What follows belongs to an exercise in optimizing a design on an open flow for small area, a short achievable clock period and few clock cycles per item; a production flow would make more cautious choices. At most, simulation tests tie the RTL to the original design; equivalence was not proved. Power is estimated from default activity; no workload was simulated.

// part4_mac
module part4_mac(clk, reset, a, b, f, valid_in, valid_out);
    input clk, reset, valid_in;
    input signed [13:0] a, b;
    output logic signed [27:0] f;
    output logic valid_out;
  logic [13:0] a_r;
  logic [6:0] neg_r, one_r, two_r;
  logic pp0_1;
  logic pp0_2;
  logic pp0_3;
  logic pp0_4;
  logic pp0_5;
  logic pp0_6;
  logic pp0_7;
  logic pp0_8;
  logic pp0_9;
  logic pp0_10;
  logic pp0_11;
  logic pp0_12;
  logic pp0_13;
  logic pp0_14;
  logic pp0_15;
  logic pp1_16;
  logic pp1_17;
  logic pp1_18;
  logic pp1_19;
  logic pp1_20;
  logic pp1_21;
  logic pp1_22;
  logic pp1_23;
  logic pp1_24;
  logic pp1_25;
  logic pp1_26;
  logic pp1_27;
  logic pp1_28;
  logic pp1_29;
  logic pp1_30;
  logic pp2_31;
  logic pp2_32;
  logic pp2_33;
  logic pp2_34;
  logic pp2_35;
  logic pp2_36;
  logic pp2_37;
  logic pp2_38;
  logic pp2_39;
  logic pp2_40;
  logic pp2_41;
  logic pp2_42;
  logic pp2_43;
  logic pp2_44;
  logic pp2_45;
  logic pp3_46;
  logic pp3_47;
  logic pp3_48;
  logic pp3_49;
  logic pp3_50;
  logic pp3_51;
  logic pp3_52;
  logic pp3_53;
  logic pp3_54;
  logic pp3_55;
  logic pp3_56;
  logic pp3_57;
  logic pp3_58;
  logic pp3_59;
  logic pp3_60;
  logic pp4_61;
  logic pp4_62;
  logic pp4_63;
  logic pp4_64;
  logic pp4_65;
  logic pp4_66;
  logic pp4_67;
  logic pp4_68;
  logic pp4_69;
  logic pp4_70;
  logic pp4_71;
  logic pp4_72;
  logic pp4_73;
  logic pp4_74;
  logic pp4_75;
  logic pp5_76;
  logic pp5_77;
  logic pp5_78;
  logic pp5_79;
  logic pp5_80;
  logic pp5_81;
  logic pp5_82;
  logic pp5_83;
  logic pp5_84;
  logic pp5_85;
  logic pp5_86;
  logic pp5_87;
  logic pp5_88;
  logic pp5_89;
  logic pp5_90;
  logic pp6_91;
  logic pp6_92;
  logic pp6_93;
  logic pp6_94;
  logic pp6_95;
  logic pp6_96;
  logic pp6_97;
  logic pp6_98;
  logic pp6_99;
  logic pp6_100;
  logic pp6_101;
  logic pp6_102;
  logic pp6_103;
  logic pp6_104;
  logic pp6_105;
  logic s106;
  logic c107;
  logic s108;
  logic c109;
  logic s110;
  logic c111;
  logic s112;
  logic c113;
  logic s114;
  logic c115;
  logic s116;
  logic c117;
  logic s118;
  logic c119;
  logic s120;
  logic c121;
  logic s122;
  logic c123;
  logic s124;
  logic c125;
  logic s126;
  logic c127;
  ...
clock: 6.0 ns
lec_check: 0
cap_margin: 20
core_margin: 2
core_utilization: 65
cts_buf_list: sky130_fd_sc_hd__clkbuf_4 sky130_fd_sc_hd__clkbuf_8
place_density: 0.75
setup_slack_margin: 3.1
slew_margin: 20
tns_end_percent: 10
standard.sh (not shown) runs the stock make flow with config.mk's settings and CLKGATE_MAP_FILE= SYNTH_SCRIPT=/design/flow/synth_recipe.tcl, a recipe that flattens the netlist after the stock synthesis.
==> flow/flow/run.sh <==
#!/bin/bash
# The standard layout, with one extra step between synthesis and
# floorplan: flow/bubble.py removes the inverters that Yosys's full-adder
# extraction leaves around full adders (a full adder is self-dual, so it can
# work on complemented inputs and give complemented outputs instead).
# Registers and the logic function are unchanged.
set -uo pipefail
R=$PWD/orfs/results/sky130hd/part4_mac/base
bash standard.sh synth > synth.log 2>&1 || exit 1
cp "$R/1_2_yosys.v" 1_2_yosys_standard.v
python3 flow/bubble.py 1_2_yosys_standard.v "$R/1_2_yosys.v" > bubble.log 2>&1 || exit 1
touch "$R/1_2_yosys.v"
bash standard.sh finish > standard.log 2>&1
Other scripts of this flow, unchanged in this note and not shown: flow/flow/bubble.py
The starting point completed without violations.
Testbench counts at the start, summed over its fixed seeds: cycles 4,824, items 4,800.
Then changed:
==> flow/flow/run.sh (replaced) <==
#!/bin/bash
# The standard layout, with two changes:
#  - one extra step between synthesis and floorplan: flow/bubble.py removes
#    the inverters that Yosys's full-adder extraction leaves around full
#    adders (a full adder is self-dual, so it can work on complemented inputs
#    and give complemented outputs instead). Registers and the logic
#    function are unchanged.
#  - the I/O ports are buffered with buf_2 cells instead of the default
#    delay-buffer cells.
set -uo pipefail
R=$PWD/orfs/results/sky130hd/part4_mac/base
P='BUFFER_PORTS_ARGS=-buffer_cell sky130_fd_sc_hd__buf_2'
bash standard.sh "$P" synth > synth.log 2>&1 || exit 1
cp "$R/1_2_yosys.v" 1_2_yosys_standard.v
python3 flow/bubble.py 1_2_yosys_standard.v "$R/1_2_yosys.v" > bubble.log 2>&1 || exit 1
touch "$R/1_2_yosys.v"
bash standard.sh "$P" finish > standard.log 2>&1
CORE_UTILIZATION = 55   (was 65)
PLACE_DENSITY = 0.7   (was 0.75)
Outcome: Cell area drops by 3.2%; count of clock-buffer cells in the layout goes up by 1; via count increases by 0.70%; maximum frequency is lower by 2.3%.
Then changed:
CORE_UTILIZATION = 65   (was 55)
GPL_ROUTABILITY_DRIVEN = 0   (was not set)
PLACE_DENSITY = 0.75   (was 0.7)
Effect:
- wire length climbs by a few percent
- total power barely changes
- non-clock buffer count climbs by 3
- maximum frequency climbs slightly
Then changed:
==> flow/flow/run.sh (replaced) <==
#!/bin/bash
# The standard layout, with one extra step between synthesis and
# floorplan: flow/bubble.py removes the inverters that Yosys's full-adder
# extraction leaves around full adders (a full adder is self-dual, so it can
# work on complemented inputs and give complemented outputs instead).
# Registers and the logic function are unchanged.
set -uo pipefail
R=$PWD/orfs/results/sky130hd/part4_mac/base
bash standard.sh synth > synth.log 2>&1 || exit 1
cp "$R/1_2_yosys.v" 1_2_yosys_standard.v
python3 flow/bubble.py 1_2_yosys_standard.v "$R/1_2_yosys.v" > bubble.log 2>&1 || exit 1
touch "$R/1_2_yosys.v"
bash standard.sh finish > standard.log 2>&1
CORE_UTILIZATION = 75   (was 65)
GPL_ROUTABILITY_DRIVEN = not set   (was 0)
PLACE_DENSITY = 0.85   (was 0.75)
After rerunning: Total power came out higher by roughly a tenth; first-iteration DRC count came out higher by well over a third; cell count came out lower by a few percent; clock skew is about the same; sequential share of layout area came out lower by 0.96 points; clock-buffer cell count came out lower by 2; critical path depth does not change; fmax came out lower by a little under a tenth; via count came out higher by about a fifth; area after synthesis stays the same; setup slack is worse by 0.27 ns.
Then changed:
==> flow/flow/run.sh (replaced) <==
#!/bin/bash
# The standard layout, with two changes:
#  - one extra step between synthesis and floorplan: flow/bubble.py removes
#    the inverters that Yosys's full-adder extraction leaves around full
#    adders (a full adder is self-dual, so it can work on complemented inputs
#    and give complemented outputs instead). Registers and the logic
#    function are unchanged.
#  - the I/O ports are buffered with buf_2 cells instead of the default
#    delay-buffer cells.
set -uo pipefail
R=$PWD/orfs/results/sky130hd/part4_mac/base
P='BUFFER_PORTS_ARGS=-buffer_cell sky130_fd_sc_hd__buf_2'
bash standard.sh "$P" synth > synth.log 2>&1 || exit 1
cp "$R/1_2_yosys.v" 1_2_yosys_standard.v
python3 flow/bubble.py 1_2_yosys_standard.v "$R/1_2_yosys.v" > bubble.log 2>&1 || exit 1
touch "$R/1_2_yosys.v"
bash standard.sh "$P" finish > standard.log 2>&1
CORE_UTILIZATION = 65   (was 75)
CTS_CLUSTER_DIAMETER = 150   (was not set)
CTS_CLUSTER_SIZE = 40   (was not set)
PLACE_DENSITY = 0.75   (was 0.85)
Power came out lower by 11%.
Worst hold slack improves by 0.035 ns.
Maximum frequency came out higher by 8.6%.
Clock-buffer cell count came out higher by 1.
Setup slack improves by 0.27 ns.
Global-route usage came out lower by 11 points.
Routed wire length came out lower by 24%.
Synthesized cell count is unchanged.
First-iteration DRC count came out lower by 35%.

* * *

part4_mac again, from the RTL that the note above started with.
clock: 6.0 ns
lec_check: 0
cap_margin: 20
core_margin: 2
core_utilization: 70
cts_buf_list: sky130_fd_sc_hd__clkbuf_4 sky130_fd_sc_hd__clkbuf_8
gpl_routability_driven: 0
place_density: 0.75
setup_slack_margin: 3.1
slew_margin: 20
tns_end_percent: 10
==> flow/flow/run.sh <==
#!/bin/bash
# The standard layout, with two changes:
#  - one extra step between synthesis and floorplan: flow/bubble.py removes
#    the inverters that Yosys's full-adder extraction leaves around full
#    adders (a full adder is self-dual, so it can work on complemented inputs
#    and give complemented outputs instead). Registers and the logic
#    function are unchanged.
#  - the I/O ports are buffered with buf_2 cells instead of the default
#    delay-buffer cells.
set -uo pipefail
R=$PWD/orfs/results/sky130hd/part4_mac/base
P='BUFFER_PORTS_ARGS=-buffer_cell sky130_fd_sc_hd__buf_2'
bash standard.sh "$P" synth > synth.log 2>&1 || exit 1
cp "$R/1_2_yosys.v" 1_2_yosys_standard.v
python3 flow/bubble.py 1_2_yosys_standard.v "$R/1_2_yosys.v" > bubble.log 2>&1 || exit 1
touch "$R/1_2_yosys.v"
bash standard.sh "$P" finish > standard.log 2>&1
Other scripts of this flow, unchanged in this note and not shown: flow/flow/bubble.py
Testbench counts at the start, summed over its fixed seeds: cycles 4,824, items 4,800.
Rerun with:
- CORE_UTILIZATION: 70 -> 60
What happened:
- global-route usage came out lower by 3.2 points
- clock-buffer cell count came out lower by 7
- non-clock buffer count came out lower by 7
Rerun with:
- CAP_MARGIN: 20 -> 10
- CORE_UTILIZATION: 60 -> 65
- SLEW_MARGIN: 20 -> 10
Result: The new run produced a clean layout; wire length shrinks by about 1.2%; utilization grows by 3.0 points; power shrinks by 7.1%; via count shrinks by 1.7%; worst setup slack improves by 0.044 ns; design area shrinks by about 2.3%; critical path depth grows by 1; maximum frequency grows by about 1.4%; die area shrinks by about 7%.
Rerun with:
- CAP_MARGIN: 10 -> 20
- SETUP_SLACK_MARGIN: 3.1 -> 3.0
- SLEW_MARGIN: 10 -> 20
Result:
- The new run passed the timing, DRC and antenna checks
- total power climbs by 6.8%
- design area climbs by 1.4%
- critical path depth climbs by 1
- maximum frequency climbs by 0.81%
- register-to-register slack improves by 0.03 ns
- via count climbs by 0.64%
- area after synthesis stays the same
- cell count is unchanged
- utilization climbs by 1.1 points
Rerun with:
==> flow/flow/run.sh (replaced) <==
#!/bin/bash
# The standard layout, with one extra step between synthesis and
# floorplan: flow/bubble.py removes the inverters that Yosys's full-adder
# extraction leaves around full adders (a full adder is self-dual, so it can
# work on complemented inputs and give complemented outputs instead).
# Registers and the logic function are unchanged.
set -uo pipefail
R=$PWD/orfs/results/sky130hd/part4_mac/base
bash standard.sh synth > synth.log 2>&1 || exit 1
cp "$R/1_2_yosys.v" 1_2_yosys_standard.v
python3 flow/bubble.py 1_2_yosys_standard.v "$R/1_2_yosys.v" > bubble.log 2>&1 || exit 1
touch "$R/1_2_yosys.v"
bash standard.sh finish > standard.log 2>&1
- GPL_ROUTABILITY_DRIVEN: 0 -> unset
- SETUP_SLACK_MARGIN: 3.0 -> 2.9
=> Via count is lower slightly. Routed wire length falls by a few percent. Non-clock buffer count drops by 3. Fmax went down by a few percent. Combinational power decreases by a few percent. Synthesized cell count is unchanged. Clock-buffer cell count is higher by 2.
Rerun with:
==> flow/flow/run.sh (replaced) <==
#!/bin/bash
# The standard layout, with two changes:
#  - one extra step between synthesis and floorplan: flow/bubble.py removes
#    the inverters that Yosys's full-adder extraction leaves around full
#    adders (a full adder is self-dual, so it can work on complemented inputs
#    and give complemented outputs instead). Registers and the logic
#    function are unchanged.
#  - the I/O ports are buffered with buf_2 cells instead of the default
#    delay-buffer cells.
set -uo pipefail
R=$PWD/orfs/results/sky130hd/part4_mac/base
P='BUFFER_PORTS_ARGS=-buffer_cell sky130_fd_sc_hd__buf_2'
bash standard.sh "$P" synth > synth.log 2>&1 || exit 1
cp "$R/1_2_yosys.v" 1_2_yosys_standard.v
python3 flow/bubble.py 1_2_yosys_standard.v "$R/1_2_yosys.v" > bubble.log 2>&1 || exit 1
touch "$R/1_2_yosys.v"
bash standard.sh "$P" finish > standard.log 2>&1
- GPL_ROUTABILITY_DRIVEN: unset -> 0
- PLACE_DENSITY: 0.75 -> 0.85
- SETUP_SLACK_MARGIN: 2.9 -> 3.1
Result: The changed run passed the timing, DRC and antenna checks. Routed wire length came out higher by about 13%. First-iteration DRC count rose by 73%. Sequential share of layout area climbs by 0.18 points. Clock-buffer cell count is unchanged. Worst hold slack degrades by 0.0080 ns. Core utilization goes down by 1.4 points. Die area does not change. Power increases by 7.0%.

* * *

## red
part4_mac, a different RTL version from the one above (not shown whole).
Size: about 1500 cells after synthesis, ~180 flip-flops, ~60 I/O pins, ~12000 um^2 of cells after synthesis.
==> flow/config.mk <==
export PLATFORM = sky130hd
export DESIGN_NAME = part4_mac
export DESIGN_NICKNAME = part4_mac
export VERILOG_FILES = /design/flow/design.v
export SDC_FILE = /design/flow/constraint.sdc
export NUM_CORES = 4
export LEC_CHECK = 0
export CAP_MARGIN = 20
export CORE_MARGIN = 2
export CORE_UTILIZATION = 40
export SETUP_SLACK_MARGIN = 3.9
export SLEW_MARGIN = 20
==> flow/constraint.sdc <==
create_clock -name core_clock -period 6.0 [get_ports {clk}]
set_input_delay 1.2000 -clock core_clock [delete_from_list [all_inputs] [get_ports {clk}]]
set_output_delay 1.2000 -clock core_clock [all_outputs]
set_load 0.01 [all_outputs]
run.sh (not shown) runs the stock make flow with config.mk's settings and CLKGATE_MAP_FILE= SYNTH_SCRIPT=/design/flow/synth_recipe.tcl, a recipe that flattens the netlist after the stock synthesis.
Stock flow here: none of the scripts above is used.
red went all the way through the flow, and no timing, DRC or antenna check failed.
Modified inputs, blue compared to red
Settings: a deleted SETUP_SLACK_MARGIN that had been 3.9.
Notes after the runs:
Lower cell area among red and blue: blue
Power: higher on red
blue: register-to-register slack 340 ps below red
Growth of design area from synthesis to finish for blue: 24 points down relative to red
No run of this note included a check of the RTL's function; only the layout flow was run.

* * *

== v18 ==
RTL: one of the versions met above, not the one the previous note started from.
Size: roughly 800 cells after synthesis, ~60 I/O pins, ~8300 µm² of cells after synthesis.
clock: 6.0 ns
lec_check: 0
cap_margin: 20
core_margin: 2
core_utilization: 65
cts_buf_list: sky130_fd_sc_hd__clkbuf_4 sky130_fd_sc_hd__clkbuf_8
gpl_routability_driven: 0
place_density: 0.7
setup_slack_margin: 3.1
slew_margin: 20
tns_end_percent: 10
standard.sh (not shown) runs the stock make flow with config.mk's settings and CLKGATE_MAP_FILE= SYNTH_SCRIPT=/design/flow/synth_recipe.tcl, a recipe that flattens the netlist after the stock synthesis.
==> flow/flow/run.sh <==
#!/bin/bash
# The standard layout, with two changes:
#  - one extra step between synthesis and floorplan: flow/bubble.py removes
#    the inverters that Yosys's full-adder extraction leaves around full
#    adders (a full adder is self-dual, so it can work on complemented inputs
#    and give complemented outputs instead). Registers and the logic
#    function are unchanged.
#  - the I/O ports are buffered with buf_2 cells instead of the default
#    delay-buffer cells.
set -uo pipefail
R=$PWD/orfs/results/sky130hd/part4_mac/base
P='BUFFER_PORTS_ARGS=-buffer_cell sky130_fd_sc_hd__buf_2'
bash standard.sh "$P" synth > synth.log 2>&1 || exit 1
cp "$R/1_2_yosys.v" 1_2_yosys_standard.v
python3 flow/bubble.py 1_2_yosys_standard.v "$R/1_2_yosys.v" > bubble.log 2>&1 || exit 1
touch "$R/1_2_yosys.v"
bash standard.sh "$P" finish > standard.log 2>&1
Other scripts of this flow, unchanged in this note and not shown: flow/flow/bubble.py
v18 ran to completion and came out clean on the timing, DRC and antenna checks.
Testbench counts of v18, summed over its fixed seeds: cycles 4,824, items 4,800.
What v29 does differently from v18 at the input level:
- PLACE_DENSITY changed from 0.7 to 0.75
- SETUP_SLACK_MARGIN changed from 3.1 to 3.2
Results
- The flow did not stop early for v29: all stages ran, and the layout cleared the timing, DRC and antenna checks.
- Cmp v29 and v18 / total global routing track utilization / higher: v18
- Run comparison: v29 capture point of the worst path raw[27]$_DFF_P_; v18 capture point of the worst path keep$_DFF_P_
- Between v29 and v18, worst setup slack is higher for v18, v29 comes in under that.
- v18 → v29: clock skew did not really move, number of global-route vias before repair has decreased.
--- input diff v29..v27 ---
- SETUP_SLACK_MARGIN: 3.2 -> 3.1
- TNS_END_PERCENT: 10 -> 3
[summary]
v27 has completed all stages; timing, DRC and antenna checks passed. Higher net count of the finished layout goes to v29 over v27. Any difference in clock edge transition at the registers on the reported setup and hold paths between v27 and v29 is small enough to ignore. In the flow results for v29 and v27, the net load switching power is larger on v27. Setup slack delta for v27 relative to v29: 84 ps higher. Re aggregate global-route resource usage: v27 is 1.3 points up on v29. The count of vias placed by the detailed router in v27 sits 128 below the value recorded for v29. v29 was smaller in final cell area than v27. Re relative slew slack: v29 and v27 aren't equal, and the higher value belongs to v29. Comparing v29 and v27, the higher fraction of area in clock buffers and inverters is on v27.
> inputs changed (v27 -> v38)
- a change of TNS_END_PERCENT from 3 to 10
- a deleted GPL_ROUTABILITY_DRIVEN that had been 0
==> comparison <==
- Summary of v38 over v27: number of buffers inserted by post-CTS setup repair higher, wire length of the first global-routing pass shrank by about 2.8%.
- Run comparison: v27 capturing instance or port of the critical path raw[27]$_DFF_P_; v38 capturing instance or port of the critical path keep$_DFF_P_
- Compared with v27, in v38 number of filler cells placed in the layout rose by about 5.6%, leakage power total has decreased.

[afterwards: timing with drivers on the ports]
Ports are ideal in the flow. The routed layouts listed here were re-timed in OpenROAD.
Step 1 (the two cells are an assumption about what drives the block):
set clk [get_ports {clk}]
set_driving_cell -lib_cell sky130_fd_sc_hd__clkbuf_16 $clk
set_driving_cell -lib_cell sky130_fd_sc_hd__buf_2 [delete_from_list [all_inputs] $clk]
Step 2 adds t to the input delays and takes it off the output delays; t is the mean of the earliest and latest rising clock arrival at the registers after step 1. Input paths then give back, and output paths get back, about the clock's delay inside the block.
a / b / c = ideal / step 1 / step 2; a / b = the first two.
| run | t (ns) | setup slack, ns | worst setup path at the end | worst data-port slew with drivers (ns) | pins driven straight from the clock port |
|---|---|---|---|---|---|
| the first run of note 1 | 0.483 | 2.843 / 2.843 / 2.843 | register to register | 0.04 | 1 |
| the second run of note 1 | 0.473 | 2.767 / 2.767 / 2.767 | register to register | 0.03 | 1 |
| the third run of note 1 | 0.479 | 2.806 / 2.806 / 2.806 | register to register | 0.03 | 1 |
| the fourth run of note 1 | 0.506 | 2.535 / 2.535 / 2.535 | register to register | 0.04 | 1 |
| the fifth run of note 1 | 0.476 | 2.808 / 2.808 / 2.808 | register to register | 0.04 | 1 |
| the first run of note 2 | 0.472 | 2.769 / 2.769 / 2.769 | register to register | 0.03 | 1 |
| the second run of note 2 | 0.492 | 2.763 / 2.763 / 2.763 | register to register | 0.03 | 1 |
| the third run of note 2 | 0.479 | 2.806 / 2.806 / 2.806 | register to register | 0.03 | 1 |
| the fourth run of note 2 | 0.489 | 2.832 / 2.832 / 2.832 | register to register | 0.03 | 1 |
| the fifth run of note 2 | 0.470 | 2.729 / 2.729 / 2.729 | register to register | 0.03 | 1 |
| the sixth run of note 2 | 0.471 | 2.611 / 2.611 / 2.611 | register to register | 0.03 | 1 |
| red | 0.477 | 2.825 / 2.825 / 2.825 | register to register | 0.03 | 1 |
| blue | 0.482 | 2.485 / 2.485 / 2.485 | register to register | 0.03 | 1 |
| v18 | 0.468 | 2.789 / 2.789 / 2.789 | register to register | 0.03 | 1 |
| v29 | 0.482 | 2.722 / 2.722 / 2.722 | register to register | 0.03 | 1 |
| v27 | 0.490 | 2.806 / 2.806 / 2.806 | register to register | 0.03 | 1 |
| v38 | 0.476 | 2.808 / 2.808 / 2.808 | register to register | 0.04 | 1 |
After both steps setup and hold are still met in every run listed.
